Context: an optimization exercise on an open-source flow, tuned for small area, a short achievable clock period and few clock cycles per item. The choices shown serve that exercise and are no tape-out recipe. RTL that was checked went through simulation tests only; none was proved equivalent to the original.

==> 05-25: inputs <==
Design mult32x32, start of the top module:
module mult32x32 (
    input logic clk,             
    input logic reset,           
    input logic start,           
    input logic [31:0] a,        
    input logic [31:0] b,        
    output logic busy,           
    output logic [63:0] product  
);
==> module mult32x32_fsm, before the edit <==
module mult32x32_fsm (
    input logic clk,               
    input logic reset,             
    input logic start,             
    output logic busy,             
    output logic [1:0] a_sel,      
    output logic b_sel,            
    output logic [2:0] shift_sel,  
    output logic upd_prod,         
    output logic clr_prod          
);
	typedef enum { idle, handle1, handle2, handle3, handle4, handle5, handle6, handle7, handle8} sm_type;
	sm_type current_state;
	sm_type next_state;
	always_ff @(posedge clk, posedge reset) begin
		if (reset== 1'b1) begin
			current_state <=idle;
		end
		else begin
			current_state <= next_state;
		end
	end
	always_comb begin
		next_state= current_state;
		busy=1'b1;
		upd_prod= 1'b1;
		clr_prod= 1'b0;
		a_sel= 2'b0;
		b_sel= 1'b0;
		shift_sel= 3'b0;
		case(current_state)
			idle: begin
				if(start== 1'b0) begin
					next_state=idle;
					busy=1'b0;
					upd_prod=1'b0;
				end
				else begin
					next_state=handle1;
					busy=1'b0;
					upd_prod=1'b0;
					clr_prod=1'b1;
				end
			end
			handle1: begin
				next_state= handle2;
				a_sel=2'b0;
				b_sel=1'b0;
				shift_sel=3'b0;
			end
			handle2: begin
				next_state= handle3;
				a_sel=2'b01;
				b_sel=1'b0;
				shift_sel=3'b001;
			end
			handle3: begin
				next_state= handle4;
				a_sel=2'b10;
				b_sel=1'b0;
				shift_sel=3'b010;
			end
			handle4: begin
				next_state= handle5;
				a_sel=2'b11;
				b_sel=1'b0;
				shift_sel=3'b011;
			end
			handle5: begin
				next_state= handle6;
				a_sel=2'b0;
				b_sel=1'b1;
				shift_sel=3'b010;
			end
			handle6: begin
				next_state= handle7;
				a_sel=2'b01;
				b_sel=1'b1;
				shift_sel=3'b011;
			end
			handle7: begin
				next_state= handle8;
				a_sel=2'b10;
				b_sel=1'b1;
				shift_sel=3'b100;
			end
			handle8: begin
				next_state= idle;
				a_sel=2'b11;
				b_sel=1'b1;
				shift_sel=3'b101;
			end
		endcase
	end
endmodule
==> module mult32x32_arith, before the edit <==
module mult32x32_arith (
    input logic clk,              
    input logic reset,            
    input logic [31:0] a,         
    input logic [31:0] b,         
    input logic [1:0] a_sel,      
    input logic b_sel,            
    input logic [2:0] shift_sel,  
    input logic upd_prod,         
    input logic clr_prod,         
    output logic [63:0] product   
);
logic [15:0] out16;
logic [7:0] out8;
always_comb begin
	case(a_sel)
		2'b00: out8 = a[7:0];
		2'b01: out8 = a[15:8];
		2'b10: out8 = a[23:16];
		2'b11: out8 = a[31:24];
	endcase
end
always_comb begin
	case(b_sel)
		1'b0: out16 = b[15:0];
		1'b1: out16 = b[31:16];
	endcase
end
logic [23:0] mult;
always_comb begin
	mult = out16 * out8;
end
logic [63:0] shifted;
always_comb begin
	shifted = 64'b0;
	case(shift_sel)
		3'b000: shifted = mult;
		3'b001: shifted = mult << 8; 
		3'b010: shifted = mult << 16;
		3'b011: shifted = mult << 24;
		3'b100: shifted = mult << 32;
		3'b101: shifted = mult << 40;
	endcase
end
always_ff @(posedge clk, posedge reset) begin
	if(reset == 1'b1) begin 
		product <= 64'b0;
	end
	else begin
		if(clr_prod == 1'b1) begin
			product <= 64'b0;
		end
		else if (upd_prod == 1'b1) begin
			product <= product + shifted;
		end
	end
end
endmodule
==> module mult32x32, before the edit <==
module mult32x32 (
    input logic clk,             
    input logic reset,           
    input logic start,           
    input logic [31:0] a,        
    input logic [31:0] b,        
    output logic busy,           
    output logic [63:0] product  
);
logic [1:0] a_sel;
logic b_sel;
logic [2:0] shift_sel;
logic upd_prod;
logic clr_prod;
mult32x32_fsm fsm(
	.clk(clk),
	.reset(reset),
	.start(start),
	.busy(busy),
	.a_sel(a_sel),
	.b_sel(b_sel),
	.shift_sel(shift_sel),
	.upd_prod(upd_prod),
	.clr_prod(clr_prod)
);
mult32x32_arith arith(
	.clk(clk),
	.reset(reset),
	.a(a),
	.b(b),
	.a_sel(a_sel),
	.b_sel(b_sel),
	.shift_sel(shift_sel),
	.upd_prod(upd_prod),
	.clr_prod(clr_prod),
	.product(product)
);
endmodule
clock: 12.0 ns
lec_check: 0
cap_margin: 20
core_margin: 2
core_utilization: 40
slew_margin: 20
run.sh (not shown) runs the stock make flow with config.mk's settings and CLKGATE_MAP_FILE= SYNTH_SCRIPT=/design/flow/synth_recipe.tcl, a recipe that flattens the netlist after the stock synthesis.
==> 03-17: changes against 05-25 <==
==> flow/design.v (replaced) <==
module mult32x32_fsm #(
    parameter int R = 8
) (
    input  logic clk,
    input  logic reset,
    input  logic start,
    input  logic [31:0] a,
    input  logic [31:0] b,
    output logic busy,
    output logic swap,
    output logic [$clog2(32/R)-1:0] idx,
    output logic acc,
    output logic load
);
localparam int C  = 32 / R;
localparam int CW = $clog2(C);
logic [CW-1:0] la, lb;           
logic          swap_s;
logic [CW-1:0] first;
logic [CW-1:0] cnt;
logic          sw;
always_comb begin
    la = '0;
    lb = '0;
    for (int j = 1; j < C; j++) begin
        if (|a[j*R +: R]) la = CW'(j);
        if (|b[j*R +: R]) lb = CW'(j);
    end
    swap_s = la < lb;
    first  = swap_s ? la : lb;
end
assign swap = busy ? sw : swap_s;
assign idx  = busy ? cnt : first;
assign acc  = busy;
assign load = busy | start;
always_ff @(posedge clk, posedge reset) begin
    if (reset) begin
        busy <= 1'b0;
    end else if (start) begin
        busy <= first != '0;
    end else if (busy) begin
        busy <= cnt != '0;
    end
end
always_ff @(posedge clk) begin
    if (start) begin
        cnt <= first - 1'b1;
        sw  <= swap_s;
    end else if (busy) begin
        cnt <= cnt - 1'b1;
    end
end
endmodule
module mult32x32_arith #(
    parameter int R = 8
) (
    input  logic clk,
    input  logic [31:0] a,
    input  logic [31:0] b,
    input  logic swap,
    input  logic [$clog2(32/R)-1:0] idx,
    input  logic acc,
    input  logic load,
    output logic [63:0] product
);
logic [31:0]   x, y;
logic [R-1:0]  d;
logic [63:0]   base;
logic [63:0]   sum;
assign x    = swap ? b : a;
assign y    = swap ? a : b;
assign d    = y[idx*R +: R];
assign base = acc ? {product[63-R:0], {R{1'b0}}} : 64'd0;
assign sum  = base + x * d;
always_ff @(posedge clk) begin
    if (load) product <= sum;
end
endmodule
module mult32x32 (
    input logic clk,             
    input logic reset,           
    input logic start,           
    input logic [31:0] a,        
    input logic [31:0] b,        
    output logic busy,           
    output logic [63:0] product  
);
localparam int R  = 8;           
localparam int C  = 32 / R;      
localparam int CW = $clog2(C);
logic          swap;             
logic [CW-1:0] idx;              
logic          acc;              
logic          load;             
mult32x32_fsm #(.R(R)) fsm (
    .clk(clk),
    .reset(reset),
    .start(start),
    .a(a),
    .b(b),
    .busy(busy),
    .swap(swap),
    .idx(idx),
    .acc(acc),
    .load(load)
);
mult32x32_arith #(.R(R)) arith (
    .clk(clk),
    .a(a),
    .b(b),
    .swap(swap),
    .idx(idx),
    .acc(acc),
    .load(load),
    .product(product)
);
endmodule
==> comparison table <==
item	05-25	03-17
Post-synthesis sequential area ratio	15.2%	15.0%
Per-cell routed wire length	18.0 um	17.4 um
Number of nets produced by synthesis	1707	1829
Tap cell instance count	378	448
Compound-cell area share of the yosys netlist	22.3%	11.4%
Final estimated routing congestion in global placement	0.936	0.921
Setup slack after layout	0.946 ns	0.338 ns
Via-per-instance ratio	5.59	5.21
Wire length of the first global-routing pass	55600 um	64400 um
Main flop type after synthesis	sky130_fd_sc_hd__dfrtp_1	sky130_fd_sc_hd__edfxtp_1
Fillcell total	2796	3077
Simple logic cell fraction of the synthesized area	19.4%	18.0%
Die extent in x	171 um	188 um
Synth Area in Adders	27.2%	35.4%
Sequential standard cell area	1700 um^2	2040 um^2
Run status	timing/DRC/antenna clean	timing/DRC/antenna clean
Post-placement worst setup slack	0.662 ns	-0.431 ns
Global routing met2 resource utilization	38.4%	41.1%
Post-cts sizing count	0	1
Worst Hold Margin	0.548 ns	0.629 ns
Testbench counts of 05-25, summed over its fixed seeds: cycles 72,008, items 8,000.
For 03-17, only the layout was checked, not whether the RTL still works.

## separate check: timing with driven ports
Ports are ideal in the flow. The routed layouts listed here were re-timed in OpenROAD. Step 1 assumes that a clkbuf_16 drives the clock port and a buf_2 every other input. Step 2 times the ports against the registers' clock, not the clock port: input delays grow and output delays shrink by t, the midpoint of the rising clock arrivals with the driver on. Three values: ideal ports, drivers, drivers and shift; two values: the first two.
run	shift t [ns]	setup WS [ns]	worst setup path at the end	slew at the worst register clock pin (ns)	worst slew at a driven data input, ns
05-25	0.393	0.946 / 0.963 / 0.570	input to register	0.07 / 0.07	0.05
03-17	0.417	0.338 / 0.360 / -0.057	input to register	0.07 / 0.07	0.06
With both steps, setup timing fails in 03-17, where it was met with ideal ports. The setup slack of 03-17, which loses most, moves by +0.022 ns with the drivers and by -0.395 ns with both steps.
